This design comes from an exercise in tuning for small area on the open sky130 flow, not from production work.
In this exercise RTL edits were held to simulation tests only and were not proved equivalent to the original.
Power and IR drop assume default switching activity.

Setup of v20:
==> flow/design.v (excerpt) <==
module conv1_layer (
  input clk,
  input rst_n,
  input [7:0] data_in,
  output [11:0] conv_out_1, conv_out_2, conv_out_3,
  output valid_out_conv
);
  reg [8*140-1:0] sr;
  always @(posedge clk) sr <= {sr[8*139-1:0], data_in};
  reg [4:0] col, row;
  always @(posedge clk) begin
    if (!rst_n) begin col <= 5'd26; row <= 5'd0; end
    else if (col == 5'd27) begin col <= 5'd0; row <= row + 5'd1; end
    else col <= col + 5'd1;
  end
  wire [7:0] t00 = sr[1119:1112];
  wire [7:0] t01 = sr[1111:1104];
  wire [7:0] t02 = sr[1103:1096];
  wire [7:0] t03 = sr[1095:1088];
  wire [7:0] t04 = sr[1087:1080];
  wire [7:0] t10 = sr[895:888];
  wire [7:0] t11 = sr[887:880];
  wire [7:0] t12 = sr[879:872];
  wire [7:0] t13 = sr[871:864];
  wire [7:0] t14 = sr[863:856];
  wire [7:0] t20 = sr[671:664];
  wire [7:0] t21 = sr[663:656];
  wire [7:0] t22 = sr[655:648];
  wire [7:0] t23 = sr[647:640];
  wire [7:0] t24 = sr[639:632];
  wire [7:0] t30 = sr[447:440];
  wire [7:0] t31 = sr[439:432];
  wire [7:0] t32 = sr[431:424];
  wire [7:0] t33 = sr[423:416];
  wire [7:0] t34 = sr[415:408];
  wire [7:0] t40 = sr[223:216];
  wire [7:0] t41 = sr[215:208];
  wire [7:0] t42 = sr[207:200];
  wire [7:0] t43 = sr[199:192];
  wire [7:0] t44 = sr[191:184];
  wire s1, c2;
  fa3 us1(t00[0], t10[0], t20[0], s1, c2);
  wire s3, c4;
  fa3 us3(t00[1], t10[1], t20[1], s3, c4);
  wire s5, c6;
  ha2 us5(t30[1], t32[1], s5, c6);
  wire s7, c8;
  fa3 us7(t00[2], t10[2], t20[2], s7, c8);
  wire s9, c10;
  fa3 us9(t30[2], t32[2], t33[2], s9, c10);
  wire s11, c12;
  fa3 us11(t00[3], t10[3], t20[3], s11, c12);
  wire s13, c14;
  fa3 us13(t30[3], t32[3], t33[3], s13, c14);
  wire s15, c16;
  fa3 us15(s1, t30[0], t32[0], s15, c16);
  wire s17, c18;
  fa3 us17(c2, s3, s5, s17, c18);
  wire s19, c20;
  ha2 us19(t33[1], t40[1], s19, c20);
  ...
export LEC_CHECK = 0
export ABC_AREA = 1
export CAP_MARGIN = 20
export CORE_MARGIN = 2
export CORE_UTILIZATION = 40
export SLEW_MARGIN = 20
export SYNTH_HIERARCHICAL = 1
create_clock -name core_clock -period 15.0 [get_ports {clk}]
standard.sh (not shown) runs the stock make flow with config.mk's settings and CLKGATE_MAP_FILE= SYNTH_SCRIPT=/design/flow/synth_recipe.tcl, a recipe that flattens the netlist after the stock synthesis.
==> flow/flow/run.sh <==
#!/bin/bash
# Standard ORFS layout, with one extra step after synthesis: the combinational
# logic of the standard netlist is re-mapped by ABC for area (registers and
# adder cells are kept as synthesized), then the standard flow continues.
set -euo pipefail
R=orfs/results/$FLOW_PLATFORM/conv1_layer/base
LOGD=orfs/logs/$FLOW_PLATFORM/conv1_layer/base
bash standard.sh synth > 1_standard_synth.log 2>&1
python3 flow/clean.py $R/1_2_yosys.v pre.v > 2_clean.log 2>&1
LIB=$FLOW_HOME/platforms/sky130hd/lib/sky130_fd_sc_hd__tt_025C_1v80.lib
DU=$(grep "^abc -script" $LOGD/1_2_yosys.log | grep -o "\-dont_use [^ ]*" | tr '\n' ' ')
KEEP=$(grep -o "sky130_fd_sc_hd__\(df\|fa_\|ha_\|conb\|dl\|sdf\|edf\)[a-z0-9_]*" $R/1_2_yosys.v | sort -u | tr '\n' ' ')
sed -e "s|@LIB@|$LIB|g" -e "s|@DU@|$DU|g" -e "s|@KEEP@|$KEEP|g" -e "s|@ABCSCRIPT@|flow/abc_min.script|g" flow/post.ys.in > post.ys
yosys -s post.ys > 3_post_yosys.log 2>&1
cp $R/1_2_yosys.v 1_2_yosys.standard.v
cp post.v $R/1_2_yosys.v
rm -f $R/1_synth.odb $R/1_synth.sdc
if [[ -f flow/cts_args.txt ]]; then export CTS_ARGS="$(cat flow/cts_args.txt)"; fi
bash standard.sh finish > 4_standard_finish.log 2>&1
==> flow/flow/cts_args.txt <==
-sink_clustering_enable -repair_clock_nets -dont_use_dummy_load -buf_list sky130_fd_sc_hd__clkbuf_8 -sink_clustering_size 20 -sink_clustering_max_diameter 60
Other scripts of this flow, unchanged in this note and not shown: flow/flow/abc_min.script, flow/flow/clean.py, flow/flow/post.ys.in
For v51, these inputs were changed with respect to v20:
# v20
export LEC_CHECK = 0
export ABC_AREA = 1
export CAP_MARGIN = 20
export CORE_MARGIN = 2
export CORE_UTILIZATION = 40
export SLEW_MARGIN = 20
export SYNTH_HIERARCHICAL = 1
create_clock -name core_clock -period 15.0 [get_ports {clk}]
# v51
export LEC_CHECK = 0
export ABC_AREA = 1
export CAP_MARGIN = 20
export CORE_MARGIN = 2
export CORE_UTILIZATION = 40
export GPL_TIMING_DRIVEN = 0
export SLEW_MARGIN = 20
export SYNTH_HIERARCHICAL = 1
create_clock -name core_clock -period 15.0 [get_ports {clk}]
==> flow/flow/cts_args.txt <==
-sink_clustering_enable -repair_clock_nets -dont_use_dummy_load -buf_list sky130_fd_sc_hd__clkbuf_4 -sink_clustering_size 10 -sink_clustering_max_diameter 45
==> comparison <==
From v20 to v51 the numbers moved as follows: fraction of power spent switching nets increased 1.0 points, wire length lower, transition time of the tightest slew-check pin fell by 0.085 ns.
A slowest stage cell on the critical path of sky130_fd_sc_hd__dfxtp_1 is what v51 shows, while sky130_fd_sc_hd__fa_1 belongs to v20.
Maximum achievable frequency delta (v51 − v20): unfavourable
Higher total of plain and repair buffers excluding clock buffers goes to v20 over v51.
v51 vs v20 — final-layout clock-cell area share dropped 0.22 points.
Delta (v51 minus v20): final instance area now sits lower, number of global-route vias before repair barely changed, clock share of power went down by 1.8 points.
### v51 -> v39
# v51
export LEC_CHECK = 0
export ABC_AREA = 1
export CAP_MARGIN = 20
export CORE_MARGIN = 2
export CORE_UTILIZATION = 40
export GPL_TIMING_DRIVEN = 0
export SLEW_MARGIN = 20
export SYNTH_HIERARCHICAL = 1
create_clock -name core_clock -period 15.0 [get_ports {clk}]
# v39
export LEC_CHECK = 0
export ABC_AREA = 1
export CAP_MARGIN = 20
export CORE_MARGIN = 2
export CORE_UTILIZATION = 55
export GPL_TIMING_DRIVEN = 0
export SLEW_MARGIN = 20
export SYNTH_HIERARCHICAL = 1
create_clock -name core_clock -period 15.0 [get_ports {clk}]
==> comparison <==
- v51 has lower via count of the first global-routing pass than v39.
- Comparing v39 and v51, sequential share of cell area is lower on v51.
- Compared with v51, in v39 total global routing track utilization shows an increase of 10 points; clock share of power shows a reduction of 0.5 points; buffers plus inverters on the worst setup path shows a reduction of 3; setup slack of the worst register-to-register path shows an increase of 0.40 ns.

## re-timing with driven ports
No port has a modelled driver above. Below, the same layouts with a new extraction and two added sets of constraints. Step 1 (the two cells are an assumption about what drives the block):
set clk [get_ports {clk}]
set_driving_cell -lib_cell sky130_fd_sc_hd__clkbuf_16 $clk
set_driving_cell -lib_cell sky130_fd_sc_hd__buf_2 [delete_from_list [all_inputs] $clk]
Step 2, shift: input delay + t, output delay - t, t = (earliest + latest rising clock arrival at the registers) / 2. This alone moves slack from input paths to output paths. Three values: ideal ports, drivers, drivers and shift; two values: the first two.
run	t, ns	setup slack, ns	hold WS [ns]	slew at the worst register clock pin (ns)	pins driven straight from the clock port
v20	0.896	3.233 / 3.233 / 3.233	0.259 / 0.259 / 0.259	0.11 / 0.11	1
v51	1.214	2.454 / 2.454 / 2.454	0.248 / 0.248 / 0.248	0.11 / 0.11	1
v39	1.131	2.849 / 2.849 / 2.849	0.256 / 0.256 / 0.256	0.11 / 0.11	1
After both steps every run listed still meets setup and hold.
